What follows belongs to an exercise in optimizing a design on an open flow for small area and a short achievable clock period; a production flow would make more cautious choices.
At most, simulation tests tie the RTL to the original design; equivalence was not proved.
No functional check of the RTL was part of run 1.
Power figures rest on the tool's default switching activity, not on a simulated workload.

==> design.v <==
`timescale 1ns / 1ps
`default_nettype none
module ArithmaticUnit(
		input wire clock_i, isWb_i, enable_i,
		input wire [4:0] wbAddress_i,
		input wire [6:0] opCode_i,
		input wire [15:0] pOperand_i, sOperand_i,
		output reg wbEnable_o,
		output reg [4:0] wbAddress_o,
		output reg [15:0] wbData_o,
		output reg [1:0] statusWriteback_o  
    );
	wire [15:0] P = pOperand_i;
	wire [15:0] S = sOperand_i;
	wire mul = opCode_i[1] & opCode_i[0];
	wire sub = opCode_i[1] & ~opCode_i[0];
	wire as  = opCode_i[1] ^ opCode_i[0];
	wire [7:0] one, two, neg;
	assign one[0] = opCode_i[0] ? (~opCode_i[1] | P[0]) : opCode_i[1];
	assign two[0] = opCode_i[1] & opCode_i[0] & P[1] & ~P[0];
	assign neg[0] = opCode_i[1] & (~opCode_i[0] | P[1]);
	genvar k;
	generate for (k = 1; k < 8; k = k + 1) begin : enc
		assign one[k] = mul & (P[2*k] ^ P[2*k-1]);
		assign two[k] = mul & ((P[2*k+1] & ~P[2*k] & ~P[2*k-1]) | (~P[2*k+1] & P[2*k] & P[2*k-1]));
		assign neg[k] = mul & P[2*k+1];
	end endgenerate
	wire pp0_0_n; pa_nand2 u_pp0_0_n (.a(one[0]), .b(S[0]), .y(pp0_0_n));
	wire pp0_0; pa_xnor2 u_pp0_0 (.a(pp0_0_n), .b(neg[0]), .y(pp0_0));
	wire pp0_1_n; pa_aoi22 u_pp0_1_n (.a(one[0]), .b(S[1]), .c(two[0]), .d(S[0]), .y(pp0_1_n));
	wire pp0_1; pa_xnor2 u_pp0_1 (.a(pp0_1_n), .b(neg[0]), .y(pp0_1));
	wire pp0_2_n; pa_aoi22 u_pp0_2_n (.a(one[0]), .b(S[2]), .c(two[0]), .d(S[1]), .y(pp0_2_n));
	wire pp0_2; pa_xnor2 u_pp0_2 (.a(pp0_2_n), .b(neg[0]), .y(pp0_2));
	wire pp0_3_n; pa_aoi22 u_pp0_3_n (.a(one[0]), .b(S[3]), .c(two[0]), .d(S[2]), .y(pp0_3_n));
	wire pp0_3; pa_xnor2 u_pp0_3 (.a(pp0_3_n), .b(neg[0]), .y(pp0_3));
	wire pp0_4_n; pa_aoi22 u_pp0_4_n (.a(one[0]), .b(S[4]), .c(two[0]), .d(S[3]), .y(pp0_4_n));
	wire pp0_4; pa_xnor2 u_pp0_4 (.a(pp0_4_n), .b(neg[0]), .y(pp0_4));
	wire pp0_5_n; pa_aoi22 u_pp0_5_n (.a(one[0]), .b(S[5]), .c(two[0]), .d(S[4]), .y(pp0_5_n));
	wire pp0_5; pa_xnor2 u_pp0_5 (.a(pp0_5_n), .b(neg[0]), .y(pp0_5));
	wire pp0_6_n; pa_aoi22 u_pp0_6_n (.a(one[0]), .b(S[6]), .c(two[0]), .d(S[5]), .y(pp0_6_n));
	wire pp0_6; pa_xnor2 u_pp0_6 (.a(pp0_6_n), .b(neg[0]), .y(pp0_6));
	wire pp0_7_n; pa_aoi22 u_pp0_7_n (.a(one[0]), .b(S[7]), .c(two[0]), .d(S[6]), .y(pp0_7_n));
	wire pp0_7; pa_xnor2 u_pp0_7 (.a(pp0_7_n), .b(neg[0]), .y(pp0_7));
	wire pp0_8_n; pa_aoi22 u_pp0_8_n (.a(one[0]), .b(S[8]), .c(two[0]), .d(S[7]), .y(pp0_8_n));
	wire pp0_8; pa_xnor2 u_pp0_8 (.a(pp0_8_n), .b(neg[0]), .y(pp0_8));
	wire pp0_9_n; pa_aoi22 u_pp0_9_n (.a(one[0]), .b(S[9]), .c(two[0]), .d(S[8]), .y(pp0_9_n));
	wire pp0_9; pa_xnor2 u_pp0_9 (.a(pp0_9_n), .b(neg[0]), .y(pp0_9));
	wire pp0_10_n; pa_aoi22 u_pp0_10_n (.a(one[0]), .b(S[10]), .c(two[0]), .d(S[9]), .y(pp0_10_n));
	wire pp0_10; pa_xnor2 u_pp0_10 (.a(pp0_10_n), .b(neg[0]), .y(pp0_10));
	wire pp0_11_n; pa_aoi22 u_pp0_11_n (.a(one[0]), .b(S[11]), .c(two[0]), .d(S[10]), .y(pp0_11_n));
	wire pp0_11; pa_xnor2 u_pp0_11 (.a(pp0_11_n), .b(neg[0]), .y(pp0_11));
	wire pp0_12_n; pa_aoi22 u_pp0_12_n (.a(one[0]), .b(S[12]), .c(two[0]), .d(S[11]), .y(pp0_12_n));
	wire pp0_12; pa_xnor2 u_pp0_12 (.a(pp0_12_n), .b(neg[0]), .y(pp0_12));
	wire pp0_13_n; pa_aoi22 u_pp0_13_n (.a(one[0]), .b(S[13]), .c(two[0]), .d(S[12]), .y(pp0_13_n));
	wire pp0_13; pa_xnor2 u_pp0_13 (.a(pp0_13_n), .b(neg[0]), .y(pp0_13));
	wire pp0_14_n; pa_aoi22 u_pp0_14_n (.a(one[0]), .b(S[14]), .c(two[0]), .d(S[13]), .y(pp0_14_n));
	wire pp0_14; pa_xnor2 u_pp0_14 (.a(pp0_14_n), .b(neg[0]), .y(pp0_14));
	wire pp0_15_n; pa_aoi22 u_pp0_15_n (.a(one[0]), .b(S[15]), .c(two[0]), .d(S[14]), .y(pp0_15_n));
	wire pp0_15; pa_xnor2 u_pp0_15 (.a(pp0_15_n), .b(neg[0]), .y(pp0_15));
	wire ng0 = neg[0];
	wire pp1_2_n; pa_aoi22 u_pp1_2_n (.a(one[1]), .b(S[0]), .c(as), .d(P[2]), .y(pp1_2_n));
	wire pp1_2; pa_xnor2 u_pp1_2 (.a(pp1_2_n), .b(neg[1]), .y(pp1_2));
	wire pp1_3_n; pa_aoi222 u_pp1_3_n (.a(one[1]), .b(S[1]), .c(two[1]), .d(S[0]), .e(as), .f(P[3]), .y(pp1_3_n));
	wire pp1_3; pa_xnor2 u_pp1_3 (.a(pp1_3_n), .b(neg[1]), .y(pp1_3));
	wire pp1_4_n; pa_aoi222 u_pp1_4_n (.a(one[1]), .b(S[2]), .c(two[1]), .d(S[1]), .e(as), .f(P[4]), .y(pp1_4_n));
	wire pp1_4; pa_xnor2 u_pp1_4 (.a(pp1_4_n), .b(neg[1]), .y(pp1_4));
	wire pp1_5_n; pa_aoi222 u_pp1_5_n (.a(one[1]), .b(S[3]), .c(two[1]), .d(S[2]), .e(as), .f(P[5]), .y(pp1_5_n));
	wire pp1_5; pa_xnor2 u_pp1_5 (.a(pp1_5_n), .b(neg[1]), .y(pp1_5));
	wire pp1_6_n; pa_aoi222 u_pp1_6_n (.a(one[1]), .b(S[4]), .c(two[1]), .d(S[3]), .e(as), .f(P[6]), .y(pp1_6_n));
	wire pp1_6; pa_xnor2 u_pp1_6 (.a(pp1_6_n), .b(neg[1]), .y(pp1_6));
	wire pp1_7_n; pa_aoi222 u_pp1_7_n (.a(one[1]), .b(S[5]), .c(two[1]), .d(S[4]), .e(as), .f(P[7]), .y(pp1_7_n));
	wire pp1_7; pa_xnor2 u_pp1_7 (.a(pp1_7_n), .b(neg[1]), .y(pp1_7));
	wire pp1_8_n; pa_aoi222 u_pp1_8_n (.a(one[1]), .b(S[6]), .c(two[1]), .d(S[5]), .e(as), .f(P[8]), .y(pp1_8_n));
	wire pp1_8; pa_xnor2 u_pp1_8 (.a(pp1_8_n), .b(neg[1]), .y(pp1_8));
	wire pp1_9_n; pa_aoi222 u_pp1_9_n (.a(one[1]), .b(S[7]), .c(two[1]), .d(S[6]), .e(as), .f(P[9]), .y(pp1_9_n));
	wire pp1_9; pa_xnor2 u_pp1_9 (.a(pp1_9_n), .b(neg[1]), .y(pp1_9));
	wire pp1_10_n; pa_aoi222 u_pp1_10_n (.a(one[1]), .b(S[8]), .c(two[1]), .d(S[7]), .e(as), .f(P[10]), .y(pp1_10_n));
	wire pp1_10; pa_xnor2 u_pp1_10 (.a(pp1_10_n), .b(neg[1]), .y(pp1_10));
	wire pp1_11_n; pa_aoi222 u_pp1_11_n (.a(one[1]), .b(S[9]), .c(two[1]), .d(S[8]), .e(as), .f(P[11]), .y(pp1_11_n));
	wire pp1_11; pa_xnor2 u_pp1_11 (.a(pp1_11_n), .b(neg[1]), .y(pp1_11));
	wire pp1_12_n; pa_aoi222 u_pp1_12_n (.a(one[1]), .b(S[10]), .c(two[1]), .d(S[9]), .e(as), .f(P[12]), .y(pp1_12_n));
	wire pp1_12; pa_xnor2 u_pp1_12 (.a(pp1_12_n), .b(neg[1]), .y(pp1_12));
	wire pp1_13_n; pa_aoi222 u_pp1_13_n (.a(one[1]), .b(S[11]), .c(two[1]), .d(S[10]), .e(as), .f(P[13]), .y(pp1_13_n));
	wire pp1_13; pa_xnor2 u_pp1_13 (.a(pp1_13_n), .b(neg[1]), .y(pp1_13));
	wire pp1_14_n; pa_aoi222 u_pp1_14_n (.a(one[1]), .b(S[12]), .c(two[1]), .d(S[11]), .e(as), .f(P[14]), .y(pp1_14_n));
	wire pp1_14; pa_xnor2 u_pp1_14 (.a(pp1_14_n), .b(neg[1]), .y(pp1_14));
	wire pp1_15_n; pa_aoi222 u_pp1_15_n (.a(one[1]), .b(S[13]), .c(two[1]), .d(S[12]), .e(as), .f(P[15]), .y(pp1_15_n));
	wire pp1_15; pa_xnor2 u_pp1_15 (.a(pp1_15_n), .b(neg[1]), .y(pp1_15));
	wire ng1 = neg[1];
	wire pp2_4_n; pa_nand2 u_pp2_4_n (.a(one[2]), .b(S[0]), .y(pp2_4_n));
	wire pp2_4; pa_xnor2 u_pp2_4 (.a(pp2_4_n), .b(neg[2]), .y(pp2_4));
	wire pp2_5_n; pa_aoi22 u_pp2_5_n (.a(one[2]), .b(S[1]), .c(two[2]), .d(S[0]), .y(pp2_5_n));
	wire pp2_5; pa_xnor2 u_pp2_5 (.a(pp2_5_n), .b(neg[2]), .y(pp2_5));
	wire pp2_6_n; pa_aoi22 u_pp2_6_n (.a(one[2]), .b(S[2]), .c(two[2]), .d(S[1]), .y(pp2_6_n));
	wire pp2_6; pa_xnor2 u_pp2_6 (.a(pp2_6_n), .b(neg[2]), .y(pp2_6));
	wire pp2_7_n; pa_aoi22 u_pp2_7_n (.a(one[2]), .b(S[3]), .c(two[2]), .d(S[2]), .y(pp2_7_n));
	wire pp2_7; pa_xnor2 u_pp2_7 (.a(pp2_7_n), .b(neg[2]), .y(pp2_7));
	wire pp2_8_n; pa_aoi22 u_pp2_8_n (.a(one[2]), .b(S[4]), .c(two[2]), .d(S[3]), .y(pp2_8_n));
	wire pp2_8; pa_xnor2 u_pp2_8 (.a(pp2_8_n), .b(neg[2]), .y(pp2_8));
	wire pp2_9_n; pa_aoi22 u_pp2_9_n (.a(one[2]), .b(S[5]), .c(two[2]), .d(S[4]), .y(pp2_9_n));
	wire pp2_9; pa_xnor2 u_pp2_9 (.a(pp2_9_n), .b(neg[2]), .y(pp2_9));
	wire pp2_10_n; pa_aoi22 u_pp2_10_n (.a(one[2]), .b(S[6]), .c(two[2]), .d(S[5]), .y(pp2_10_n));
	wire pp2_10; pa_xnor2 u_pp2_10 (.a(pp2_10_n), .b(neg[2]), .y(pp2_10));
	wire pp2_11_n; pa_aoi22 u_pp2_11_n (.a(one[2]), .b(S[7]), .c(two[2]), .d(S[6]), .y(pp2_11_n));
	wire pp2_11; pa_xnor2 u_pp2_11 (.a(pp2_11_n), .b(neg[2]), .y(pp2_11));
	wire pp2_12_n; pa_aoi22 u_pp2_12_n (.a(one[2]), .b(S[8]), .c(two[2]), .d(S[7]), .y(pp2_12_n));
	wire pp2_12; pa_xnor2 u_pp2_12 (.a(pp2_12_n), .b(neg[2]), .y(pp2_12));
	wire pp2_13_n; pa_aoi22 u_pp2_13_n (.a(one[2]), .b(S[9]), .c(two[2]), .d(S[8]), .y(pp2_13_n));
	wire pp2_13; pa_xnor2 u_pp2_13 (.a(pp2_13_n), .b(neg[2]), .y(pp2_13));
	wire pp2_14_n; pa_aoi22 u_pp2_14_n (.a(one[2]), .b(S[10]), .c(two[2]), .d(S[9]), .y(pp2_14_n));
	wire pp2_14; pa_xnor2 u_pp2_14 (.a(pp2_14_n), .b(neg[2]), .y(pp2_14));
	wire pp2_15_n; pa_aoi22 u_pp2_15_n (.a(one[2]), .b(S[11]), .c(two[2]), .d(S[10]), .y(pp2_15_n));
	wire pp2_15; pa_xnor2 u_pp2_15 (.a(pp2_15_n), .b(neg[2]), .y(pp2_15));
	wire ng2 = neg[2];
	wire pp3_6_n; pa_nand2 u_pp3_6_n (.a(one[3]), .b(S[0]), .y(pp3_6_n));
	wire pp3_6; pa_xnor2 u_pp3_6 (.a(pp3_6_n), .b(neg[3]), .y(pp3_6));
	wire pp3_7_n; pa_aoi22 u_pp3_7_n (.a(one[3]), .b(S[1]), .c(two[3]), .d(S[0]), .y(pp3_7_n));
	wire pp3_7; pa_xnor2 u_pp3_7 (.a(pp3_7_n), .b(neg[3]), .y(pp3_7));
	wire pp3_8_n; pa_aoi22 u_pp3_8_n (.a(one[3]), .b(S[2]), .c(two[3]), .d(S[1]), .y(pp3_8_n));
	wire pp3_8; pa_xnor2 u_pp3_8 (.a(pp3_8_n), .b(neg[3]), .y(pp3_8));
	wire pp3_9_n; pa_aoi22 u_pp3_9_n (.a(one[3]), .b(S[3]), .c(two[3]), .d(S[2]), .y(pp3_9_n));
	wire pp3_9; pa_xnor2 u_pp3_9 (.a(pp3_9_n), .b(neg[3]), .y(pp3_9));
	wire pp3_10_n; pa_aoi22 u_pp3_10_n (.a(one[3]), .b(S[4]), .c(two[3]), .d(S[3]), .y(pp3_10_n));
	wire pp3_10; pa_xnor2 u_pp3_10 (.a(pp3_10_n), .b(neg[3]), .y(pp3_10));
	wire pp3_11_n; pa_aoi22 u_pp3_11_n (.a(one[3]), .b(S[5]), .c(two[3]), .d(S[4]), .y(pp3_11_n));
	wire pp3_11; pa_xnor2 u_pp3_11 (.a(pp3_11_n), .b(neg[3]), .y(pp3_11));
	wire pp3_12_n; pa_aoi22 u_pp3_12_n (.a(one[3]), .b(S[6]), .c(two[3]), .d(S[5]), .y(pp3_12_n));
	wire pp3_12; pa_xnor2 u_pp3_12 (.a(pp3_12_n), .b(neg[3]), .y(pp3_12));
	wire pp3_13_n; pa_aoi22 u_pp3_13_n (.a(one[3]), .b(S[7]), .c(two[3]), .d(S[6]), .y(pp3_13_n));
	wire pp3_13; pa_xnor2 u_pp3_13 (.a(pp3_13_n), .b(neg[3]), .y(pp3_13));
	wire pp3_14_n; pa_aoi22 u_pp3_14_n (.a(one[3]), .b(S[8]), .c(two[3]), .d(S[7]), .y(pp3_14_n));
	wire pp3_14; pa_xnor2 u_pp3_14 (.a(pp3_14_n), .b(neg[3]), .y(pp3_14));
	wire pp3_15_n; pa_aoi22 u_pp3_15_n (.a(one[3]), .b(S[9]), .c(two[3]), .d(S[8]), .y(pp3_15_n));
	wire pp3_15; pa_xnor2 u_pp3_15 (.a(pp3_15_n), .b(neg[3]), .y(pp3_15));
	wire ng3 = neg[3];
	wire pp4_8_n; pa_nand2 u_pp4_8_n (.a(one[4]), .b(S[0]), .y(pp4_8_n));
	wire pp4_8; pa_xnor2 u_pp4_8 (.a(pp4_8_n), .b(neg[4]), .y(pp4_8));
	wire pp4_9_n; pa_aoi22 u_pp4_9_n (.a(one[4]), .b(S[1]), .c(two[4]), .d(S[0]), .y(pp4_9_n));
	wire pp4_9; pa_xnor2 u_pp4_9 (.a(pp4_9_n), .b(neg[4]), .y(pp4_9));
	wire pp4_10_n; pa_aoi22 u_pp4_10_n (.a(one[4]), .b(S[2]), .c(two[4]), .d(S[1]), .y(pp4_10_n));
	wire pp4_10; pa_xnor2 u_pp4_10 (.a(pp4_10_n), .b(neg[4]), .y(pp4_10));
	wire pp4_11_n; pa_aoi22 u_pp4_11_n (.a(one[4]), .b(S[3]), .c(two[4]), .d(S[2]), .y(pp4_11_n));
	wire pp4_11; pa_xnor2 u_pp4_11 (.a(pp4_11_n), .b(neg[4]), .y(pp4_11));
	wire pp4_12_n; pa_aoi22 u_pp4_12_n (.a(one[4]), .b(S[4]), .c(two[4]), .d(S[3]), .y(pp4_12_n));
	wire pp4_12; pa_xnor2 u_pp4_12 (.a(pp4_12_n), .b(neg[4]), .y(pp4_12));
	wire pp4_13_n; pa_aoi22 u_pp4_13_n (.a(one[4]), .b(S[5]), .c(two[4]), .d(S[4]), .y(pp4_13_n));
	wire pp4_13; pa_xnor2 u_pp4_13 (.a(pp4_13_n), .b(neg[4]), .y(pp4_13));
	wire pp4_14_n; pa_aoi22 u_pp4_14_n (.a(one[4]), .b(S[6]), .c(two[4]), .d(S[5]), .y(pp4_14_n));
	wire pp4_14; pa_xnor2 u_pp4_14 (.a(pp4_14_n), .b(neg[4]), .y(pp4_14));
	wire pp4_15_n; pa_aoi22 u_pp4_15_n (.a(one[4]), .b(S[7]), .c(two[4]), .d(S[6]), .y(pp4_15_n));
	wire pp4_15; pa_xnor2 u_pp4_15 (.a(pp4_15_n), .b(neg[4]), .y(pp4_15));
	wire ng4 = neg[4];
	wire pp5_10_n; pa_nand2 u_pp5_10_n (.a(one[5]), .b(S[0]), .y(pp5_10_n));
	wire pp5_10; pa_xnor2 u_pp5_10 (.a(pp5_10_n), .b(neg[5]), .y(pp5_10));
	wire pp5_11_n; pa_aoi22 u_pp5_11_n (.a(one[5]), .b(S[1]), .c(two[5]), .d(S[0]), .y(pp5_11_n));
	wire pp5_11; pa_xnor2 u_pp5_11 (.a(pp5_11_n), .b(neg[5]), .y(pp5_11));
	wire pp5_12_n; pa_aoi22 u_pp5_12_n (.a(one[5]), .b(S[2]), .c(two[5]), .d(S[1]), .y(pp5_12_n));
	wire pp5_12; pa_xnor2 u_pp5_12 (.a(pp5_12_n), .b(neg[5]), .y(pp5_12));
	wire pp5_13_n; pa_aoi22 u_pp5_13_n (.a(one[5]), .b(S[3]), .c(two[5]), .d(S[2]), .y(pp5_13_n));
	wire pp5_13; pa_xnor2 u_pp5_13 (.a(pp5_13_n), .b(neg[5]), .y(pp5_13));
	wire pp5_14_n; pa_aoi22 u_pp5_14_n (.a(one[5]), .b(S[4]), .c(two[5]), .d(S[3]), .y(pp5_14_n));
	wire pp5_14; pa_xnor2 u_pp5_14 (.a(pp5_14_n), .b(neg[5]), .y(pp5_14));
	wire pp5_15_n; pa_aoi22 u_pp5_15_n (.a(one[5]), .b(S[5]), .c(two[5]), .d(S[4]), .y(pp5_15_n));
	wire pp5_15; pa_xnor2 u_pp5_15 (.a(pp5_15_n), .b(neg[5]), .y(pp5_15));
	wire ng5 = neg[5];
	wire pp6_12_n; pa_nand2 u_pp6_12_n (.a(one[6]), .b(S[0]), .y(pp6_12_n));
	wire pp6_12; pa_xnor2 u_pp6_12 (.a(pp6_12_n), .b(neg[6]), .y(pp6_12));
	wire pp6_13_n; pa_aoi22 u_pp6_13_n (.a(one[6]), .b(S[1]), .c(two[6]), .d(S[0]), .y(pp6_13_n));
	wire pp6_13; pa_xnor2 u_pp6_13 (.a(pp6_13_n), .b(neg[6]), .y(pp6_13));
	wire pp6_14_n; pa_aoi22 u_pp6_14_n (.a(one[6]), .b(S[2]), .c(two[6]), .d(S[1]), .y(pp6_14_n));
	wire pp6_14; pa_xnor2 u_pp6_14 (.a(pp6_14_n), .b(neg[6]), .y(pp6_14));
	wire pp6_15_n; pa_aoi22 u_pp6_15_n (.a(one[6]), .b(S[3]), .c(two[6]), .d(S[2]), .y(pp6_15_n));
	wire pp6_15; pa_xnor2 u_pp6_15 (.a(pp6_15_n), .b(neg[6]), .y(pp6_15));
	wire ng6 = neg[6];
	wire pp7_14_n; pa_nand2 u_pp7_14_n (.a(one[7]), .b(S[0]), .y(pp7_14_n));
	wire pp7_14; pa_xnor2 u_pp7_14 (.a(pp7_14_n), .b(neg[7]), .y(pp7_14));
	wire pp7_15_n; pa_aoi22 u_pp7_15_n (.a(one[7]), .b(S[1]), .c(two[7]), .d(S[0]), .y(pp7_15_n));
	wire pp7_15; pa_xnor2 u_pp7_15 (.a(pp7_15_n), .b(neg[7]), .y(pp7_15));
	wire ng7 = neg[7];
	wire xp0 = as & P[0];
	wire xp1 = as & P[1];
	wire hs0, hc0; pa_xor2 u_hs0 (.a(ng5), .b(pp2_10), .y(hs0)); pa_and2 u_hc0 (.a(ng5), .b(pp2_10), .y(hc0));
	wire hs1, hc1; pa_xor2 u_hs1 (.a(pp2_11), .b(pp3_11), .y(hs1)); pa_and2 u_hc1 (.a(pp2_11), .b(pp3_11), .y(hc1));
	wire hs2, hc2; pa_xor2 u_hs2 (.a(ng6), .b(pp2_12), .y(hs2)); pa_and2 u_hc2 (.a(ng6), .b(pp2_12), .y(hc2));
	wire fs0_x, fs0, fc0; pa_xor2 u_fs0_x (.a(pp3_12), .b(pp4_12), .y(fs0_x)); pa_xor2 u_fs0 (.a(fs0_x), .b(pp5_12), .y(fs0)); pa_maj3 u_fc0 (.a(pp3_12), .b(pp4_12), .c(pp5_12), .y(fc0));
	wire hs3, hc3; pa_xor2 u_hs3 (.a(pp2_13), .b(pp3_13), .y(hs3)); pa_and2 u_hc3 (.a(pp2_13), .b(pp3_13), .y(hc3));
	wire fs1_x, fs1, fc1; pa_xor2 u_fs1_x (.a(pp4_13), .b(pp5_13), .y(fs1_x)); pa_xor2 u_fs1 (.a(fs1_x), .b(pp6_13), .y(fs1)); pa_maj3 u_fc1 (.a(pp4_13), .b(pp5_13), .c(pp6_13), .y(fc1));
	wire hs4, hc4; pa_xor2 u_hs4 (.a(ng7), .b(pp2_14), .y(hs4)); pa_and2 u_hc4 (.a(ng7), .b(pp2_14), .y(hc4));
	wire fs2_x, fs2, fc2; pa_xor2 u_fs2_x (.a(pp3_14), .b(pp4_14), .y(fs2_x)); pa_xor2 u_fs2 (.a(fs2_x), .b(pp0_14), .y(fs2)); pa_maj3 u_fc2 (.a(pp3_14), .b(pp4_14), .c(pp0_14), .y(fc2));
	wire fs3_x, fs3, fc3; pa_xor2 u_fs3_x (.a(pp5_14), .b(pp6_14), .y(fs3_x)); pa_xor2 u_fs3 (.a(fs3_x), .b(pp7_14), .y(fs3)); pa_maj3 u_fc3 (.a(pp5_14), .b(pp6_14), .c(pp7_14), .y(fc3));
	wire hs5, hc5; pa_xor2 u_hs5 (.a(pp2_15), .b(pp3_15), .y(hs5)); pa_and2 u_hc5 (.a(pp2_15), .b(pp3_15), .y(hc5));
	wire fs4_x, fs4, fc4; pa_xor2 u_fs4_x (.a(pp4_15), .b(pp5_15), .y(fs4_x)); pa_xor2 u_fs4 (.a(fs4_x), .b(pp1_15), .y(fs4)); pa_maj3 u_fc4 (.a(pp4_15), .b(pp5_15), .c(pp1_15), .y(fc4));
	wire fs5_x, fs5, fc5; pa_xor2 u_fs5_x (.a(pp6_15), .b(pp7_15), .y(fs5_x)); pa_xor2 u_fs5 (.a(fs5_x), .b(pp0_15), .y(fs5)); pa_maj3 u_fc5 (.a(pp6_15), .b(pp7_15), .c(pp0_15), .y(fc5));
	wire hs6, hc6; pa_xor2 u_hs6 (.a(ng3), .b(pp2_6), .y(hs6)); pa_and2 u_hc6 (.a(ng3), .b(pp2_6), .y(hc6));
	wire hs7, hc7; pa_xor2 u_hs7 (.a(pp2_7), .b(pp3_7), .y(hs7)); pa_and2 u_hc7 (.a(pp2_7), .b(pp3_7), .y(hc7));
	wire hs8, hc8; pa_xor2 u_hs8 (.a(ng4), .b(pp2_8), .y(hs8)); pa_and2 u_hc8 (.a(ng4), .b(pp2_8), .y(hc8));
	wire fs6_x, fs6, fc6; pa_xor2 u_fs6_x (.a(pp3_8), .b(pp4_8), .y(fs6_x)); pa_xor2 u_fs6 (.a(fs6_x), .b(pp0_8), .y(fs6)); pa_maj3 u_fc6 (.a(pp3_8), .b(pp4_8), .c(pp0_8), .y(fc6));
	wire hs9, hc9; pa_xor2 u_hs9 (.a(pp2_9), .b(pp3_9), .y(hs9)); pa_and2 u_hc9 (.a(pp2_9), .b(pp3_9), .y(hc9));
	wire fs7_x, fs7, fc7; pa_xor2 u_fs7_x (.a(pp4_9), .b(pp0_9), .y(fs7_x)); pa_xor2 u_fs7 (.a(fs7_x), .b(pp1_9), .y(fs7)); pa_maj3 u_fc7 (.a(pp4_9), .b(pp0_9), .c(pp1_9), .y(fc7));
	wire fs8_x, fs8, fc8; pa_xor2 u_fs8_x (.a(pp3_10), .b(pp4_10), .y(fs8_x)); pa_xor2 u_fs8 (.a(fs8_x), .b(hs0), .y(fs8)); pa_maj3 u_fc8 (.a(pp3_10), .b(pp4_10), .c(hs0), .y(fc8));
	wire fs9_x, fs9, fc9; pa_xor2 u_fs9_x (.a(pp5_10), .b(pp0_10), .y(fs9_x)); pa_xor2 u_fs9 (.a(fs9_x), .b(pp1_10), .y(fs9)); pa_maj3 u_fc9 (.a(pp5_10), .b(pp0_10), .c(pp1_10), .y(fc9));
	wire fs10_x, fs10, fc10; pa_xor2 u_fs10_x (.a(pp4_11), .b(pp5_11), .y(fs10_x)); pa_xor2 u_fs10 (.a(fs10_x), .b(hs1), .y(fs10)); pa_maj3 u_fc10 (.a(pp4_11), .b(pp5_11), .c(hs1), .y(fc10));
	wire fs11_x, fs11, fc11; pa_xor2 u_fs11_x (.a(pp0_11), .b(pp1_11), .y(fs11_x)); pa_xor2 u_fs11 (.a(fs11_x), .b(hc0), .y(fs11)); pa_maj3 u_fc11 (.a(pp0_11), .b(pp1_11), .c(hc0), .y(fc11));
	wire fs12_x, fs12, fc12; pa_xor2 u_fs12_x (.a(pp6_12), .b(pp0_12), .y(fs12_x)); pa_xor2 u_fs12 (.a(fs12_x), .b(fs0), .y(fs12)); pa_maj3 u_fc12 (.a(pp6_12), .b(pp0_12), .c(fs0), .y(fc12));
	wire fs13_x, fs13, fc13; pa_xor2 u_fs13_x (.a(pp1_12), .b(hc1), .y(fs13_x)); pa_xor2 u_fs13 (.a(fs13_x), .b(hs2), .y(fs13)); pa_maj3 u_fc13 (.a(pp1_12), .b(hc1), .c(hs2), .y(fc13));
	wire fs14_x, fs14, fc14; pa_xor2 u_fs14_x (.a(pp0_13), .b(pp1_13), .y(fs14_x)); pa_xor2 u_fs14 (.a(fs14_x), .b(fs1), .y(fs14)); pa_maj3 u_fc14 (.a(pp0_13), .b(pp1_13), .c(fs1), .y(fc14));
	wire fs15_x, fs15, fc15; pa_xor2 u_fs15_x (.a(hc2), .b(hs3), .y(fs15_x)); pa_xor2 u_fs15 (.a(fs15_x), .b(fc0), .y(fs15)); pa_maj3 u_fc15 (.a(hc2), .b(hs3), .c(fc0), .y(fc15));
	wire fs16_x, fs16, fc16; pa_xor2 u_fs16_x (.a(pp1_14), .b(hc3), .y(fs16_x)); pa_xor2 u_fs16 (.a(fs16_x), .b(fs3), .y(fs16)); pa_maj3 u_fc16 (.a(pp1_14), .b(hc3), .c(fs3), .y(fc16));
	wire fs17_x, fs17, fc17; pa_xor2 u_fs17_x (.a(hs4), .b(fc1), .y(fs17_x)); pa_xor2 u_fs17 (.a(fs17_x), .b(fs2), .y(fs17)); pa_maj3 u_fc17 (.a(hs4), .b(fc1), .c(fs2), .y(fc17));
	wire fs18_x, fs18, fc18; pa_xor2 u_fs18_x (.a(hc4), .b(hs5), .y(fs18_x)); pa_xor2 u_fs18 (.a(fs18_x), .b(fc2), .y(fs18)); pa_maj3 u_fc18 (.a(hc4), .b(hs5), .c(fc2), .y(fc18));
	wire fs19_x, fs19, fc19; pa_xor2 u_fs19_x (.a(fc3), .b(fs4), .y(fs19_x)); pa_xor2 u_fs19 (.a(fs19_x), .b(fs5), .y(fs19)); pa_maj3 u_fc19 (.a(fc3), .b(fs4), .c(fs5), .y(fc19));
	wire hs10, hc10; pa_xor2 u_hs10 (.a(ng2), .b(pp2_4), .y(hs10)); pa_and2 u_hc10 (.a(ng2), .b(pp2_4), .y(hc10));
	wire hs11, hc11; pa_xor2 u_hs11 (.a(pp2_5), .b(pp0_5), .y(hs11)); pa_and2 u_hc11 (.a(pp2_5), .b(pp0_5), .y(hc11));
	wire fs20_x, fs20, fc20; pa_xor2 u_fs20_x (.a(pp3_6), .b(pp0_6), .y(fs20_x)); pa_xor2 u_fs20 (.a(fs20_x), .b(pp1_6), .y(fs20)); pa_maj3 u_fc20 (.a(pp3_6), .b(pp0_6), .c(pp1_6), .y(fc20));
	wire fs21_x, fs21, fc21; pa_xor2 u_fs21_x (.a(pp0_7), .b(pp1_7), .y(fs21_x)); pa_xor2 u_fs21 (.a(fs21_x), .b(hc6), .y(fs21)); pa_maj3 u_fc21 (.a(pp0_7), .b(pp1_7), .c(hc6), .y(fc21));
	wire fs22_x, fs22, fc22; pa_xor2 u_fs22_x (.a(pp1_8), .b(hc7), .y(fs22_x)); pa_xor2 u_fs22 (.a(fs22_x), .b(hs8), .y(fs22)); pa_maj3 u_fc22 (.a(pp1_8), .b(hc7), .c(hs8), .y(fc22));
	wire fs23_x, fs23, fc23; pa_xor2 u_fs23_x (.a(hc8), .b(hs9), .y(fs23_x)); pa_xor2 u_fs23 (.a(fs23_x), .b(fc6), .y(fs23)); pa_maj3 u_fc23 (.a(hc8), .b(hs9), .c(fc6), .y(fc23));
	wire fs24_x, fs24, fc24; pa_xor2 u_fs24_x (.a(hc9), .b(fc7), .y(fs24_x)); pa_xor2 u_fs24 (.a(fs24_x), .b(fs8), .y(fs24)); pa_maj3 u_fc24 (.a(hc9), .b(fc7), .c(fs8), .y(fc24));
	wire fs25_x, fs25, fc25; pa_xor2 u_fs25_x (.a(fc9), .b(fs10), .y(fs25_x)); pa_xor2 u_fs25 (.a(fs25_x), .b(fs11), .y(fs25)); pa_maj3 u_fc25 (.a(fc9), .b(fs10), .c(fs11), .y(fc25));
	wire fs26_x, fs26, fc26; pa_xor2 u_fs26_x (.a(fc11), .b(fc10), .y(fs26_x)); pa_xor2 u_fs26 (.a(fs26_x), .b(fs13), .y(fs26)); pa_maj3 u_fc26 (.a(fc11), .b(fc10), .c(fs13), .y(fc26));
	wire fs27_x, fs27, fc27; pa_xor2 u_fs27_x (.a(fc13), .b(fs14), .y(fs27_x)); pa_xor2 u_fs27 (.a(fs27_x), .b(fs15), .y(fs27)); pa_maj3 u_fc27 (.a(fc13), .b(fs14), .c(fs15), .y(fc27));
	wire fs28_x, fs28, fc28; pa_xor2 u_fs28_x (.a(fs16), .b(fc15), .y(fs28_x)); pa_xor2 u_fs28 (.a(fs28_x), .b(fc14), .y(fs28)); pa_maj3 u_fc28 (.a(fs16), .b(fc15), .c(fc14), .y(fc28));
	wire fs29_x, fs29, fc29; pa_xor2 u_fs29_x (.a(fs18), .b(fc16), .y(fs29_x)); pa_xor2 u_fs29 (.a(fs29_x), .b(fc17), .y(fs29)); pa_maj3 u_fc29 (.a(fs18), .b(fc16), .c(fc17), .y(fc29));
	wire hs12, hc12; pa_xor2 u_hs12 (.a(xp0), .b(ng0), .y(hs12)); pa_and2 u_hc12 (.a(xp0), .b(ng0), .y(hc12));
	wire hs13, hc13; pa_xor2 u_hs13 (.a(xp1), .b(pp0_1), .y(hs13)); pa_and2 u_hc13 (.a(xp1), .b(pp0_1), .y(hc13));
	wire fs30_x, fs30, fc30; pa_xor2 u_fs30_x (.a(ng1), .b(pp0_2), .y(fs30_x)); pa_xor2 u_fs30 (.a(fs30_x), .b(pp1_2), .y(fs30)); pa_maj3 u_fc30 (.a(ng1), .b(pp0_2), .c(pp1_2), .y(fc30));
	wire hs14, hc14; pa_xor2 u_hs14 (.a(pp0_3), .b(pp1_3), .y(hs14)); pa_and2 u_hc14 (.a(pp0_3), .b(pp1_3), .y(hc14));
	wire fs31_x, fs31, fc31; pa_xor2 u_fs31_x (.a(pp0_4), .b(pp1_4), .y(fs31_x)); pa_xor2 u_fs31 (.a(fs31_x), .b(hs10), .y(fs31)); pa_maj3 u_fc31 (.a(pp0_4), .b(pp1_4), .c(hs10), .y(fc31));
	wire fs32_x, fs32, fc32; pa_xor2 u_fs32_x (.a(pp1_5), .b(hc10), .y(fs32_x)); pa_xor2 u_fs32 (.a(fs32_x), .b(hs11), .y(fs32)); pa_maj3 u_fc32 (.a(pp1_5), .b(hc10), .c(hs11), .y(fc32));
	wire fs33_x, fs33, fc33; pa_xor2 u_fs33_x (.a(hs6), .b(hc11), .y(fs33_x)); pa_xor2 u_fs33 (.a(fs33_x), .b(fs20), .y(fs33)); pa_maj3 u_fc33 (.a(hs6), .b(hc11), .c(fs20), .y(fc33));
	wire fs34_x, fs34, fc34; pa_xor2 u_fs34_x (.a(hs7), .b(fc20), .y(fs34_x)); pa_xor2 u_fs34 (.a(fs34_x), .b(fs21), .y(fs34)); pa_maj3 u_fc34 (.a(hs7), .b(fc20), .c(fs21), .y(fc34));
	wire fs35_x, fs35, fc35; pa_xor2 u_fs35_x (.a(fs6), .b(fc21), .y(fs35_x)); pa_xor2 u_fs35 (.a(fs35_x), .b(fs22), .y(fs35)); pa_maj3 u_fc35 (.a(fs6), .b(fc21), .c(fs22), .y(fc35));
	wire fs36_x, fs36, fc36; pa_xor2 u_fs36_x (.a(fs7), .b(fc22), .y(fs36_x)); pa_xor2 u_fs36 (.a(fs36_x), .b(fs23), .y(fs36)); pa_maj3 u_fc36 (.a(fs7), .b(fc22), .c(fs23), .y(fc36));
	wire fs37_x, fs37, fc37; pa_xor2 u_fs37_x (.a(fs9), .b(fc23), .y(fs37_x)); pa_xor2 u_fs37 (.a(fs37_x), .b(fs24), .y(fs37)); pa_maj3 u_fc37 (.a(fs9), .b(fc23), .c(fs24), .y(fc37));
	wire fs38_x, fs38, fc38; pa_xor2 u_fs38_x (.a(fc8), .b(fc24), .y(fs38_x)); pa_xor2 u_fs38 (.a(fs38_x), .b(fs25), .y(fs38)); pa_maj3 u_fc38 (.a(fc8), .b(fc24), .c(fs25), .y(fc38));
	wire fs39_x, fs39, fc39; pa_xor2 u_fs39_x (.a(fs12), .b(fc25), .y(fs39_x)); pa_xor2 u_fs39 (.a(fs39_x), .b(fs26), .y(fs39)); pa_maj3 u_fc39 (.a(fs12), .b(fc25), .c(fs26), .y(fc39));
	wire fs40_x, fs40, fc40; pa_xor2 u_fs40_x (.a(fc12), .b(fc26), .y(fs40_x)); pa_xor2 u_fs40 (.a(fs40_x), .b(fs27), .y(fs40)); pa_maj3 u_fc40 (.a(fc12), .b(fc26), .c(fs27), .y(fc40));
	wire fs41_x, fs41, fc41; pa_xor2 u_fs41_x (.a(fs17), .b(fc27), .y(fs41_x)); pa_xor2 u_fs41 (.a(fs41_x), .b(fs28), .y(fs41)); pa_maj3 u_fc41 (.a(fs17), .b(fc27), .c(fs28), .y(fc41));
	wire fs42_x, fs42, fc42; pa_xor2 u_fs42_x (.a(fs19), .b(fc28), .y(fs42_x)); pa_xor2 u_fs42 (.a(fs42_x), .b(fs29), .y(fs42)); pa_maj3 u_fc42 (.a(fs19), .b(fc28), .c(fs29), .y(fc42));
	wire [15:0] ra = {fc41, fc40, fc39, fc38, fc37, fc36, fc35, fc34, fc33, fc32, fc31, hc14, fc30, hc13, hc12, hs12};
	wire [15:0] rb = {fs42, fs41, fs40, fs39, fs38, fs37, fs36, fs35, fs34, fs33, fs32, fs31, hs14, fs30, hs13, pp0_0};
	wire [15:0] g0, p0;
	pa_xor2 u_p0_0 (.a(ra[0]), .b(rb[0]), .y(p0[0])); pa_and2 u_g0_0 (.a(ra[0]), .b(rb[0]), .y(g0[0]));
	pa_xor2 u_p0_1 (.a(ra[1]), .b(rb[1]), .y(p0[1])); pa_and2 u_g0_1 (.a(ra[1]), .b(rb[1]), .y(g0[1]));
	pa_xor2 u_p0_2 (.a(ra[2]), .b(rb[2]), .y(p0[2])); pa_and2 u_g0_2 (.a(ra[2]), .b(rb[2]), .y(g0[2]));
	pa_xor2 u_p0_3 (.a(ra[3]), .b(rb[3]), .y(p0[3])); pa_and2 u_g0_3 (.a(ra[3]), .b(rb[3]), .y(g0[3]));
	pa_xor2 u_p0_4 (.a(ra[4]), .b(rb[4]), .y(p0[4])); pa_and2 u_g0_4 (.a(ra[4]), .b(rb[4]), .y(g0[4]));
	pa_xor2 u_p0_5 (.a(ra[5]), .b(rb[5]), .y(p0[5])); pa_and2 u_g0_5 (.a(ra[5]), .b(rb[5]), .y(g0[5]));
	pa_xor2 u_p0_6 (.a(ra[6]), .b(rb[6]), .y(p0[6])); pa_and2 u_g0_6 (.a(ra[6]), .b(rb[6]), .y(g0[6]));
	pa_xor2 u_p0_7 (.a(ra[7]), .b(rb[7]), .y(p0[7])); pa_and2 u_g0_7 (.a(ra[7]), .b(rb[7]), .y(g0[7]));
	pa_xor2 u_p0_8 (.a(ra[8]), .b(rb[8]), .y(p0[8])); pa_and2 u_g0_8 (.a(ra[8]), .b(rb[8]), .y(g0[8]));
	pa_xor2 u_p0_9 (.a(ra[9]), .b(rb[9]), .y(p0[9])); pa_and2 u_g0_9 (.a(ra[9]), .b(rb[9]), .y(g0[9]));
	pa_xor2 u_p0_10 (.a(ra[10]), .b(rb[10]), .y(p0[10])); pa_and2 u_g0_10 (.a(ra[10]), .b(rb[10]), .y(g0[10]));
	pa_xor2 u_p0_11 (.a(ra[11]), .b(rb[11]), .y(p0[11])); pa_and2 u_g0_11 (.a(ra[11]), .b(rb[11]), .y(g0[11]));
	pa_xor2 u_p0_12 (.a(ra[12]), .b(rb[12]), .y(p0[12])); pa_and2 u_g0_12 (.a(ra[12]), .b(rb[12]), .y(g0[12]));
	pa_xor2 u_p0_13 (.a(ra[13]), .b(rb[13]), .y(p0[13])); pa_and2 u_g0_13 (.a(ra[13]), .b(rb[13]), .y(g0[13]));
	pa_xor2 u_p0_14 (.a(ra[14]), .b(rb[14]), .y(p0[14])); pa_and2 u_g0_14 (.a(ra[14]), .b(rb[14]), .y(g0[14]));
	pa_xor2 u_p0_15 (.a(ra[15]), .b(rb[15]), .y(p0[15])); pa_and2 u_g0_15 (.a(ra[15]), .b(rb[15]), .y(g0[15]));
	wire g1_1 = g0[1] | (p0[1] & g0[0]);
	wire g1_2 = g0[2] | (p0[2] & g0[1]);
	wire p1_2 = p0[2] & p0[1];
	wire g1_3 = g0[3] | (p0[3] & g0[2]);
	wire p1_3 = p0[3] & p0[2];
	wire g1_4 = g0[4] | (p0[4] & g0[3]);
	wire p1_4 = p0[4] & p0[3];
	wire g1_5 = g0[5] | (p0[5] & g0[4]);
	wire p1_5 = p0[5] & p0[4];
	wire g1_6 = g0[6] | (p0[6] & g0[5]);
	wire p1_6 = p0[6] & p0[5];
	wire g1_7 = g0[7] | (p0[7] & g0[6]);
	wire p1_7 = p0[7] & p0[6];
	wire g1_8 = g0[8] | (p0[8] & g0[7]);
	wire p1_8 = p0[8] & p0[7];
	wire g1_9 = g0[9] | (p0[9] & g0[8]);
	wire p1_9 = p0[9] & p0[8];
	wire g1_10 = g0[10] | (p0[10] & g0[9]);
	wire p1_10 = p0[10] & p0[9];
	wire g1_11 = g0[11] | (p0[11] & g0[10]);
	wire p1_11 = p0[11] & p0[10];
	wire g1_12 = g0[12] | (p0[12] & g0[11]);
	wire p1_12 = p0[12] & p0[11];
	wire g1_13 = g0[13] | (p0[13] & g0[12]);
	wire p1_13 = p0[13] & p0[12];
	wire g1_14 = g0[14] | (p0[14] & g0[13]);
	wire p1_14 = p0[14] & p0[13];
	wire g1_15 = g0[15] | (p0[15] & g0[14]);
	wire p1_15 = p0[15] & p0[14];
	wire g2_2 = g1_2 | (p1_2 & g0[0]);
	wire g2_3 = g1_3 | (p1_3 & g1_1);
	wire g2_4 = g1_4 | (p1_4 & g1_2);
	wire p2_4 = p1_4 & p1_2;
	wire g2_5 = g1_5 | (p1_5 & g1_3);
	wire p2_5 = p1_5 & p1_3;
	wire g2_6 = g1_6 | (p1_6 & g1_4);
	wire p2_6 = p1_6 & p1_4;
	wire g2_7 = g1_7 | (p1_7 & g1_5);
	wire p2_7 = p1_7 & p1_5;
	wire g2_8 = g1_8 | (p1_8 & g1_6);
	wire p2_8 = p1_8 & p1_6;
	wire g2_9 = g1_9 | (p1_9 & g1_7);
	wire p2_9 = p1_9 & p1_7;
	wire g2_10 = g1_10 | (p1_10 & g1_8);
	wire p2_10 = p1_10 & p1_8;
	wire g2_11 = g1_11 | (p1_11 & g1_9);
	wire p2_11 = p1_11 & p1_9;
	wire g2_12 = g1_12 | (p1_12 & g1_10);
	wire p2_12 = p1_12 & p1_10;
	wire g2_13 = g1_13 | (p1_13 & g1_11);
	wire p2_13 = p1_13 & p1_11;
	wire g2_14 = g1_14 | (p1_14 & g1_12);
	wire p2_14 = p1_14 & p1_12;
	wire g2_15 = g1_15 | (p1_15 & g1_13);
	wire p2_15 = p1_15 & p1_13;
	wire g3_4 = g2_4 | (p2_4 & g0[0]);
	wire g3_5 = g2_5 | (p2_5 & g1_1);
	wire g3_6 = g2_6 | (p2_6 & g2_2);
	wire g3_7 = g2_7 | (p2_7 & g2_3);
	wire g3_8 = g2_8 | (p2_8 & g2_4);
	wire p3_8 = p2_8 & p2_4;
	wire g3_9 = g2_9 | (p2_9 & g2_5);
	wire p3_9 = p2_9 & p2_5;
	wire g3_10 = g2_10 | (p2_10 & g2_6);
	wire p3_10 = p2_10 & p2_6;
	wire g3_11 = g2_11 | (p2_11 & g2_7);
	wire p3_11 = p2_11 & p2_7;
	wire g3_12 = g2_12 | (p2_12 & g2_8);
	wire p3_12 = p2_12 & p2_8;
	wire g3_13 = g2_13 | (p2_13 & g2_9);
	wire p3_13 = p2_13 & p2_9;
	wire g3_14 = g2_14 | (p2_14 & g2_10);
	wire p3_14 = p2_14 & p2_10;
	wire g3_15 = g2_15 | (p2_15 & g2_11);
	wire p3_15 = p2_15 & p2_11;
	wire g4_8 = g3_8 | (p3_8 & g0[0]);
	wire g4_9 = g3_9 | (p3_9 & g1_1);
	wire g4_10 = g3_10 | (p3_10 & g2_2);
	wire g4_11 = g3_11 | (p3_11 & g2_3);
	wire g4_12 = g3_12 | (p3_12 & g3_4);
	wire g4_13 = g3_13 | (p3_13 & g3_5);
	wire g4_14 = g3_14 | (p3_14 & g3_6);
	wire g4_15 = g3_15 | (p3_15 & g3_7);
	wire [16:0] sum;
	assign sum[0] = p0[0];
	pa_xor2 u_sum_1 (.a(p0[1]), .b(g0[0]), .y(sum[1]));
	pa_xor2 u_sum_2 (.a(p0[2]), .b(g1_1), .y(sum[2]));
	pa_xor2 u_sum_3 (.a(p0[3]), .b(g2_2), .y(sum[3]));
	pa_xor2 u_sum_4 (.a(p0[4]), .b(g2_3), .y(sum[4]));
	pa_xor2 u_sum_5 (.a(p0[5]), .b(g3_4), .y(sum[5]));
	pa_xor2 u_sum_6 (.a(p0[6]), .b(g3_5), .y(sum[6]));
	pa_xor2 u_sum_7 (.a(p0[7]), .b(g3_6), .y(sum[7]));
	pa_xor2 u_sum_8 (.a(p0[8]), .b(g3_7), .y(sum[8]));
	pa_xor2 u_sum_9 (.a(p0[9]), .b(g4_8), .y(sum[9]));
	pa_xor2 u_sum_10 (.a(p0[10]), .b(g4_9), .y(sum[10]));
	pa_xor2 u_sum_11 (.a(p0[11]), .b(g4_10), .y(sum[11]));
	pa_xor2 u_sum_12 (.a(p0[12]), .b(g4_11), .y(sum[12]));
	pa_xor2 u_sum_13 (.a(p0[13]), .b(g4_12), .y(sum[13]));
	pa_xor2 u_sum_14 (.a(p0[14]), .b(g4_13), .y(sum[14]));
	pa_xor2 u_sum_15 (.a(p0[15]), .b(g4_14), .y(sum[15]));
	assign sum[16] = g4_15;
	wire cout = sum[16] | hc5 | fc4 | fc5 | fc18 | fc19 | fc29 | fc42;
	wire arith = ~|opCode_i[6:2];
	always @(posedge clock_i)
	begin
		if (enable_i)
		begin
			wbEnable_o <= isWb_i & |opCode_i;
			wbAddress_o <= wbAddress_i;
			if (arith) wbData_o <= sum[15:0];
			if (arith & as) statusWriteback_o <= {~opCode_i[1] & cout, opCode_i[1] & ~cout};
		end
	end
endmodule
module pa_aoi22(input wire a, b, c, d, output wire y);
	assign y = ~((a & b) | (c & d));
endmodule
module pa_aoi222(input wire a, b, c, d, e, f, output wire y);
	assign y = ~((a & b) | (c & d) | (e & f));
endmodule
module pa_nand2(input wire a, b, output wire y);
	assign y = ~(a & b);
endmodule
module pa_xnor2(input wire a, b, output wire y);
	assign y = ~(a ^ b);
endmodule
module pa_xor2(input wire a, b, output wire y);
	assign y = a ^ b;
endmodule
module pa_and2(input wire a, b, output wire y);
	assign y = a & b;
endmodule
module pa_maj3(input wire a, b, c, output wire y);
	assign y = (a & b) | (a & c) | (b & c);
endmodule
module pa_fa(input wire a, b, c, output wire s, co);
	assign s = a ^ b ^ c;
	assign co = (a & b) | (a & c) | (b & c);
endmodule
module pa_ha(input wire a, b, output wire s, co);
	assign s = a ^ b;
	assign co = a & b;
endmodule
==> flow/run.sh <==
#!/bin/bash
# Standard ORFS layout, with smaller port buffers and free cell resizing.
set -euo pipefail
bash standard.sh MATCH_CELL_FOOTPRINT=0 ABC_LOAD_IN_FF=1 "BUFFER_PORTS_ARGS=-buffer_cell sky130_fd_sc_hd__buf_1" finish > make_finish.log 2>&1
==> standard.sh <==
#!/bin/bash
# synth_recipe.tcl (not shown) runs the flow's synth.tcl, then flattens the netlist and writes it again
# the make line also repeats each setting of config.mk as NAME=value (left out here)
make -C /OpenROAD-flow-scripts/flow DESIGN_CONFIG=/design/flow/config.mk WORK_HOME=/design/flow/orfs CLKGATE_MAP_FILE= SYNTH_SCRIPT=/design/flow/synth_recipe.tcl "${@:-finish}"
==> config.mk <==
export PLATFORM = sky130hd
export DESIGN_NAME = ArithmaticUnit
export DESIGN_NICKNAME = ArithmaticUnit
export VERILOG_FILES = /design/flow/design.v
export SDC_FILE = /design/flow/constraint.sdc
export NUM_CORES = 4
export LEC_CHECK = 0
export CAP_MARGIN = 20
export CORE_MARGIN = 2
export CORE_UTILIZATION = 60
export SETUP_SLACK_MARGIN = 2.5
export SLEW_MARGIN = 20
export SYNTH_HIERARCHICAL = 1
export SYNTH_MINIMUM_KEEP_SIZE = 0
==> constraint.sdc <==
create_clock -name core_clock -period 8.0 [get_ports {clock_i}]
set_input_delay 1.6000 -clock core_clock [delete_from_list [all_inputs] [get_ports {clock_i}]]
set_output_delay 1.6000 -clock core_clock [all_outputs]
set_load 0.01 [all_outputs]
==> impl_results.md, run 1 <==
* Status: no timing/DRC/antenna violations
* Die Area at 8229 sq um
* Unrepaired setup endpoints after global routing: no
* First-pass GRT wire length at 17910 um
* Clock transition at path regs at 90 ps
* Starting Density at 62.20%
* Average wire per standard cell at 15.82 um
* CTS root buf: clkbuf_8
* Crit path max fanout at 13
* Slew @ Worst Pin at 1022 ps
* Worst path required time at 8000 ps
* Synthesis-to-finish area growth at 16.47%
* Most used cell, CP: xor2_1
* Sink Count at 24
* Yosys warning count at 7
* Main synth FF type: edfxtp_1
* Drt drc at 0
* Setup TNS at 0 ps
* Core area at 7253 sq um
* Final hold slack at 1494 ps
* #FFs+latches synth at 24
* Net Sw Frac at 46.78%
* Vias/cell at 5.865
* DRT antenna net count at 0
* Number of flops mapped to enable cells by yosys at 24
* Slew Limit Fails at 0
* Design internal power at 662.0 uW
* Max incr delay on CP at 370 ps
* CTS buffer count at 3
* Vias in the first global route at 3652
* H-tree Lvls at 1
* GP Congestion at 0.9152
* Share of the synthesized area in the top cell type at 26.98%
* Final cell count without fillers at 694
* Seq/Total Area, Yosys at 15.97%
* Worst setup path category: in -> reg
* Max_cap viols at 0
* Die height at 90.72 um
* CP Launch Type: input port
* CTS tree: built
* Largest net degree at the start of global routing at 23
* Ys async rst share at 0%
* Combinational Power Share at 76.0%
* Row count at 31
* Crit share post-route at 66.24%
* Grt total ovfl at 0
* DPL Wire Length at 8561 um
* Final setup vio count at 0
* Gr usage total at 26.29%
* Iteration-0 DRC Markers at 288
* Power density over the cells at 236.7 nW/um^2
* Final worst slack at 2701 ps
* Initial antenna violation count at 0
* Min-Delay Path Class: in -> reg
* Final Hold Vio Count at 0
* Mapped Area at 4512 sq um
* Drt first pass iters at 6
* Max Freq at 188.7 MHz
* Total Wirelength at 10980 um
* Synth area leaders: xor2_1 (27%), edfxtp_1 (16%), xnor2_1 (14%)
* Most frequent cells after synthesis: xor2_1 (139), xnor2_1 (72), and2_0 (56), a22oi_1 (52), maj3_2 (43)
* Worst VDD drop at 105.0 uV
* Total design power at 1.244 mW
* Post-Place Worst Slack at 1758 ps
* Worst Path Buf+Inv at 3
* Worst setup EP type: flop
* Fraction of layout cells with a size suffix above 1 at 18.15%
* Sw power at 581.9 uW
* Critical Path, Cell by Cell: clkbuf_2 > ha_4 > clkbuf_2 > nand2_1 > nor2_4 > buf_12 > a22oi_1 > xnor2_1 > maj3_2 > maj3_2 > xor2_1 > xor2_1 > xor2_2 > a22o_2 > o41a_1 > a221o_1 > xor2_1
* Vias at 4070
* CTS max path bufs at 2
* Buffers on Ports at 70
* Tmin final at 5299 ps
* Post-Syn Area per Cell at 8.970 sq um
* Area leader, netlist: xor2_1
* P_leak at 2.108 nW
* Net count after synthesis at 552
* Synthesized instance count at 503
* Number of diodes at 0
* Post-CTS Hold Fix Bufs at 0
* Cells after DPL at 670
* Post-synthesis cell type count at 39
* CP top delay family: XOR/XNOR gates
* Worst rel slew slack at 31.81%
* Count leader, synth: xor2_1
* Die W at 90.72 um
* Clock share of power at 8.4%
* Final #Nets at 645
* CP max-delay cell: maj3_2
* Io pins at 71
* Flop pwr share at 15.5%
* CP arrival at 5300 ps
cells by family (layout without fill, tap and decap cells):
logic type                 Yosys count  in the layout  synth area share (%)
adders and majority gates           45             45                 11.29
buffers and inverters                5             97                0.4160
AOI/OAI and AO/OA                  109            109                 18.44
xor gates and xnor gates           211            211                 40.96
DFF                                 24             24                 15.97
and+or+nand+nor                    109            109                 12.92
placed cells by master (no fill, tap or decap), types with 3 or more instances in the layout:
cell      instances
xor2_1          137
xnor2_1          71
buf_1            65
a22oi_1          52
maj3_2           43
and2_0           39
nand2_1          28
edfxtp_1         24
buf_4            17
a222oi_1         13
and2_4           10
nor2_1           10
o21ai_0          10
a21oi_1           6
clkbuf_2          6
and2_2            4
and2_1            4
a21o_1            4
a21o_2            4
nand3_1           4
clkbuf_8          3
Yosys stat by module, one instance, submodules excluded:
module	cell area, sq um	flip-flops and latches
pa_aoi22	7.507	0
pa_aoi222	10.01	0
pa_xor2	8.758	0
pa_and2	6.256	0
ArithmaticUnit	1500	24
pa_xnor2	8.758	0
pa_nand2	3.754	0
pa_maj3	11.26	0
repair_timing:
action,in CTS,in global routing
buffers inserted,1,19
endpoints found under the setup margin,7,6
pin swaps,1,20
resized for setup,21,40
routing by layer:
metal | wire (um) | global-route usage [%]
met5 | 0 | 0
met3 | 621 | 1.085
met1 | 5120 | 38.53
met4 | 145 | 5.641
met2 | 5089 | 42.79
stage by stage:
| stage | cell area, sq um | util (%) |
|---|---|---|
| global route | 5255 | 72.45 |
| finish | 5255 | 72.45 |
| floorplan | 4514 | - |
| global placement | 4893 | 67.47 |
| CTS | 5016 | 69.16 |
| detailed placement | 4897 | 67.52 |
final timing paths:
check | from | to | slack [ps] | depth (start not counted)
hold / removal | wbAddress_i[1] | wbAddress_o[1] | 1490 | 1
setup / recovery | opCode_i[1] | wbData_o[15] | 2700 | 17
flip-flops by register name (all words and copies together) (netlist names):
register,count
wbAddress_o,5
wbData_o,16
wbEnable_o,1
statusWriteback_o,2
area by class of cell:
class / count / area [sq um]
clock buffer: 3 / 41.29
clock inverter: 1 / 30.03
fill: 613 / 1998
inverter: 3 / 11.26
multi-input combinational: 474 / 3886
sequential: 24 / 720.7
tap: 99 / 123.9
timing repair buffer: 90 / 441.7
power by group through the flow:
stage / combinational [mW] / clock, mW / sequential [mW]
after floorplan: 0.718 / 0 / 0.199
after global placement: 0.849 / 0 / 0.196
after detailed placement: 0.885 / 0 / 0.196
after CTS: 0.890 / 0.107 / 0.193
after global routing: 1.04 / 0.111 / 0.194
final: 0.946 / 0.105 / 0.193
==> run 2, diff against run 1 <==
--- a/design.v
+++ b/design.v
@@ -257,87 +257,53 @@
 	pa_xor2 u_p0_14 (.a(ra[14]), .b(rb[14]), .y(p0[14])); pa_and2 u_g0_14 (.a(ra[14]), .b(rb[14]), .y(g0[14]));
 	pa_xor2 u_p0_15 (.a(ra[15]), .b(rb[15]), .y(p0[15])); pa_and2 u_g0_15 (.a(ra[15]), .b(rb[15]), .y(g0[15]));
 	wire g1_1 = g0[1] | (p0[1] & g0[0]);
-	wire g1_2 = g0[2] | (p0[2] & g0[1]);
-	wire p1_2 = p0[2] & p0[1];
 	wire g1_3 = g0[3] | (p0[3] & g0[2]);
 	wire p1_3 = p0[3] & p0[2];
-	wire g1_4 = g0[4] | (p0[4] & g0[3]);
-	wire p1_4 = p0[4] & p0[3];
 	wire g1_5 = g0[5] | (p0[5] & g0[4]);
 	wire p1_5 = p0[5] & p0[4];
-	wire g1_6 = g0[6] | (p0[6] & g0[5]);
-	wire p1_6 = p0[6] & p0[5];
 	wire g1_7 = g0[7] | (p0[7] & g0[6]);
 	wire p1_7 = p0[7] & p0[6];
-	wire g1_8 = g0[8] | (p0[8] & g0[7]);
-	wire p1_8 = p0[8] & p0[7];
 	wire g1_9 = g0[9] | (p0[9] & g0[8]);
 	wire p1_9 = p0[9] & p0[8];
-	wire g1_10 = g0[10] | (p0[10] & g0[9]);
-	wire p1_10 = p0[10] & p0[9];
 	wire g1_11 = g0[11] | (p0[11] & g0[10]);
 	wire p1_11 = p0[11] & p0[10];
-	wire g1_12 = g0[12] | (p0[12] & g0[11]);
-	wire p1_12 = p0[12] & p0[11];
 	wire g1_13 = g0[13] | (p0[13] & g0[12]);
 	wire p1_13 = p0[13] & p0[12];
-	wire g1_14 = g0[14] | (p0[14] & g0[13]);
-	wire p1_14 = p0[14] & p0[13];
 	wire g1_15 = g0[15] | (p0[15] & g0[14]);
 	wire p1_15 = p0[15] & p0[14];
-	wire g2_2 = g1_2 | (p1_2 & g0[0]);
+	wire g2_2 = g0[2] | (p0[2] & g1_1);
 	wire g2_3 = g1_3 | (p1_3 & g1_1);
-	wire g2_4 = g1_4 | (p1_4 & g1_2);
-	wire p2_4 = p1_4 & p1_2;
-	wire g2_5 = g1_5 | (p1_5 & g1_3);
-	wire p2_5 = p1_5 & p1_3;
-	wire g2_6 = g1_6 | (p1_6 & g1_4);
-	wire p2_6 = p1_6 & p1_4;
+	wire g2_6 = g0[6] | (p0[6] & g1_5);
+	wire p2_6 = p0[6] & p1_5;
 	wire g2_7 = g1_7 | (p1_7 & g1_5);
 	wire p2_7 = p1_7 & p1_5;
-	wire g2_8 = g1_8 | (p1_8 & g1_6);
-	wire p2_8 = p1_8 & p1_6;
-	wire g2_9 = g1_9 | (p1_9 & g1_7);
-	wire p2_9 = p1_9 & p1_7;
-	wire g2_10 = g1_10 | (p1_10 & g1_8);
-	wire p2_10 = p1_10 & p1_8;
+	wire g2_10 = g0[10] | (p0[10] & g1_9);
+	wire p2_10 = p0[10] & p1_9;
 	wire g2_11 = g1_11 | (p1_11 & g1_9);
 	wire p2_11 = p1_11 & p1_9;
-	wire g2_12 = g1_12 | (p1_12 & g1_10);
-	wire p2_12 = p1_12 & p1_10;
-	wire g2_13 = g1_13 | (p1_13 & g1_11);
-	wire p2_13 = p1_13 & p1_11;
-	wire g2_14 = g1_14 | (p1_14 & g1_12);
-	wire p2_14 = p1_14 & p1_12;
+	wire g2_14 = g0[14] | (p0[14] & g1_13);
+	wire p2_14 = p0[14] & p1_13;
 	wire g2_15 = g1_15 | (p1_15 & g1_13);
 	wire p2_15 = p1_15 & p1_13;
-	wire g3_4 = g2_4 | (p2_4 & g0[0]);
-	wire g3_5 = g2_5 | (p2_5 & g1_1);
-	wire g3_6 = g2_6 | (p2_6 & g2_2);
+	wire g3_4 = g0[4] | (p0[4] & g2_3);
+	wire g3_5 = g1_5 | (p1_5 & g2_3);
+	wire g3_6 = g2_6 | (p2_6 & g2_3);
 	wire g3_7 = g2_7 | (p2_7 & g2_3);
-	wire g3_8 = g2_8 | (p2_8 & g2_4);
-	wire p3_8 = p2_8 & p2_4;
-	wire g3_9 = g2_9 | (p2_9 & g2_5);
-	wire p3_9 = p2_9 & p2_5;
-	wire g3_10 = g2_10 | (p2_10 & g2_6);
-	wire p3_10 = p2_10 & p2_6;
-	wire g3_11 = g2_11 | (p2_11 & g2_7);
-	wire p3_11 = p2_11 & p2_7;
-	wire g3_12 = g2_12 | (p2_12 & g2_8);
-	wire p3_12 = p2_12 & p2_8;
-	wire g3_13 = g2_13 | (p2_13 & g2_9);
-	wire p3_13 = p2_13 & p2_9;
-	wire g3_14 = g2_14 | (p2_14 & g2_10);
-	wire p3_14 = p2_14 & p2_10;
+	wire g3_12 = g0[12] | (p0[12] & g2_11);
+	wire p3_12 = p0[12] & p2_11;
+	wire g3_13 = g1_13 | (p1_13 & g2_11);
+	wire p3_13 = p1_13 & p2_11;
+	wire g3_14 = g2_14 | (p2_14 & g2_11);
+	wire p3_14 = p2_14 & p2_11;
 	wire g3_15 = g2_15 | (p2_15 & g2_11);
 	wire p3_15 = p2_15 & p2_11;
-	wire g4_8 = g3_8 | (p3_8 & g0[0]);
-	wire g4_9 = g3_9 | (p3_9 & g1_1);
-	wire g4_10 = g3_10 | (p3_10 & g2_2);
-	wire g4_11 = g3_11 | (p3_11 & g2_3);
-	wire g4_12 = g3_12 | (p3_12 & g3_4);
-	wire g4_13 = g3_13 | (p3_13 & g3_5);
-	wire g4_14 = g3_14 | (p3_14 & g3_6);
+	wire g4_8 = g0[8] | (p0[8] & g3_7);
+	wire g4_9 = g1_9 | (p1_9 & g3_7);
+	wire g4_10 = g2_10 | (p2_10 & g3_7);
+	wire g4_11 = g2_11 | (p2_11 & g3_7);
+	wire g4_12 = g3_12 | (p3_12 & g3_7);
+	wire g4_13 = g3_13 | (p3_13 & g3_7);
+	wire g4_14 = g3_14 | (p3_14 & g3_7);
 	wire g4_15 = g3_15 | (p3_15 & g3_7);
 	wire [16:0] sum;
 	assign sum[0] = p0[0];
--- a/config.mk
+++ b/config.mk
@@ -7,7 +7,7 @@
 export LEC_CHECK = 0
 export CAP_MARGIN = 20
 export CORE_MARGIN = 2
-export CORE_UTILIZATION = 60
+export CORE_UTILIZATION = 70
 export SETUP_SLACK_MARGIN = 2.5
 export SLEW_MARGIN = 20
 export SYNTH_HIERARCHICAL = 1
==> run 2 against run 1 <==
Against the previous run: largest cell class unchanged; non-clock buffer count decreased by 8; total power up 0.15%; area after synthesis down 2.1%; global-route usage up 6.2 points; utilization rose by 11 points; largest power group unchanged; hold slack worse by 5.0 ps.
==> impl_results.md, run 2 <==
* CTS max path bufs at 2 (unchanged)
* Share of the synthesized area in the top cell type at 27.57% (was 26.98%)
* Tmin final at 5409 ps (was 5299 ps)
* Min-Delay Path Class: in -> reg (unchanged)
* Max incr delay on CP at 310 ps (was 370 ps)
* Average wire per standard cell at 19.05 um (was 15.82 um)
* Post-synthesis cell type count at 28 (was 39)
* Power density over the cells at 247.0 nW/um^2 (was 236.7 nW/um^2)
* Drt first pass iters at 9 (was 6)
* Synthesis-to-finish area growth at 14.23% (was 16.47%)
* DPL Wire Length at 8889 um (was 8561 um)
* Final cell count without fillers at 647 (was 694)
* Setup TNS at 0 ps (unchanged)
* Final worst slack at 2591 ps (was 2701 ps)
* Iteration-0 DRC Markers at 300 (was 288)
* Row count at 28 (was 31)
* Core area at 6026 sq um (was 7253 sq um)
* Slew @ Worst Pin at 1127 ps (was 1022 ps)
* Crit path max fanout at 12 (was 13)
* Top sig layer: met4 (unchanged)
* Net count after synthesis at 537 (was 552)
* Synthesized instance count at 488 (was 503)
* Grt total ovfl at 0 (unchanged)
* CP max-delay cell: xnor2_1 (was maj3_2)
* Max_cap viols at 0 (unchanged)
* Buffers on Ports at 70 (unchanged)
* Number of flops mapped to enable cells by yosys at 24 (unchanged)
* DRT antenna net count at 0 (unchanged)
* Number of diodes at 0 (unchanged)
* Die height at 83.42 um (was 90.72 um)
* Worst setup EP type: flop (unchanged)
* Total Wirelength at 12330 um (was 10980 um)
* Worst setup path start: opCode_i[0] (was opCode_i[1])
* Worst path required time at 8020 ps (was 8000 ps)
* Post-Place Worst Slack at 1617 ps (was 1758 ps)
* CTS buffer count at 3 (unchanged)
* Clock transition at path regs at 100 ps (was 90 ps)
* CP arrival at 5430 ps (was 5300 ps)
* Final hold slack at 1489 ps (was 1494 ps)
* H-tree Lvls at 1 (unchanged)
* Final #Nets at 622 (was 645)
* Max reg flops at 16 (unchanged)
* Mapped Area at 4415 sq um (was 4512 sq um)
* WL met1 at 5097 um (was 5120 um)
* Status: no timing/DRC/antenna violations (unchanged)
* Final Util at 83.70% (was 72.45%)
* Gr usage total at 32.46% (was 26.29%)
* Total design power at 1.246 mW (was 1.244 mW)
* Regs by FF count: wbData_o x16, wbAddress_o x5, statusWriteback_o x2 (unchanged)
-- run 2: final cells by class --
cell class | count | area [sq um] | area share, %
Sequential cell | 24 | 720.7 | 14.29
Timing Repair Buffer | 82 | 369.1 | 7.318
Clock buffer | 3 | 41.29 | 0.8187
Inverter | 4 | 15.01 | 0.2977
Tap cell | 75 | 93.84 | 1.861
Multi-Input combinational cell | 458 | 3774 | 74.82
Clock inverter | 1 | 30.03 | 0.5954
-- run 2: metal layers --
layer,global-route usage [%],vias up
met5,0,-
met2,56.74,217
met3,3.678,35
met1,40.91,1979
li1,-,1919
met4,12.32,0
-- run 2: power breakdown --
group          internal [mW]  switching, mW  leakage, nW
registers              0.192        0.00158        0.219
logic                  0.382          0.559         1.79
clock network         0.0670         0.0433       0.0357
-- run 2: kinds of logic after synthesis --
| logic type | Yosys count | synth area share (%) |
|---|---|---|
| xor+xnor | 211 | 41.85 |
| buf+inv | 6 | 0.5100 |
| flops | 24 | 16.32 |
| fa+ha+maj | 45 | 11.53 |
| simple gates | 102 | 12.30 |
| compound gates | 100 | 17.48 |
-- run 2: per-module statistics from Yosys, one instance, submodules excluded --
module	cells inside	area (sq um)	times used
pa_maj3	1	11.26	43
pa_xor2	1	8.758	132
ArithmaticUnit	138	1404	1
pa_aoi22	1	7.507	52
pa_xnor2	1	8.758	72
pa_and2	1	6.256	31
pa_nand2	1	3.754	7
pa_aoi222	1	10.01	13
-- run 2: what timing repair did --
item | CTS | global route
gates resized for setup | 22 | 28
setup endpoints to repair | 8 | 6
setup buffers | 0 | 11
pin swaps | 0 | 17
-- run 2: worst paths after layout --
check,to,slack (ps),cells after the start
setup / recovery,wbData_o[14],2590,18
hold / removal,wbAddress_o[3],1490,1

[re-timing with driven ports]
The results above use ideal ports. As a check the final layouts listed here were re-extracted and re-timed, cells and wires unchanged. Step 1: set_driving_cell puts a clkbuf_16 on clock_i and a buf_2 on each other input, an assumption about the parent block. Step 2 also shifts input and output timing later by t, the mid clock arrival at the registers, as if the neighbouring blocks saw the same clock. Slacks: ideal ports / drivers / drivers and shift; pairs: ideal ports / drivers.
run	t (ns)	slack for setup (ns)	worst data-port slew with drivers (ns)
run 1	0.292	2.701 / 2.705 / 2.413	0.04
run 2	0.301	2.591 / 2.600 / 2.299	0.05
After both steps every run listed still meets setup and hold. The setup slack of run 2, which loses most, moves by +0.009 ns with the drivers and by -0.292 ns with both steps.
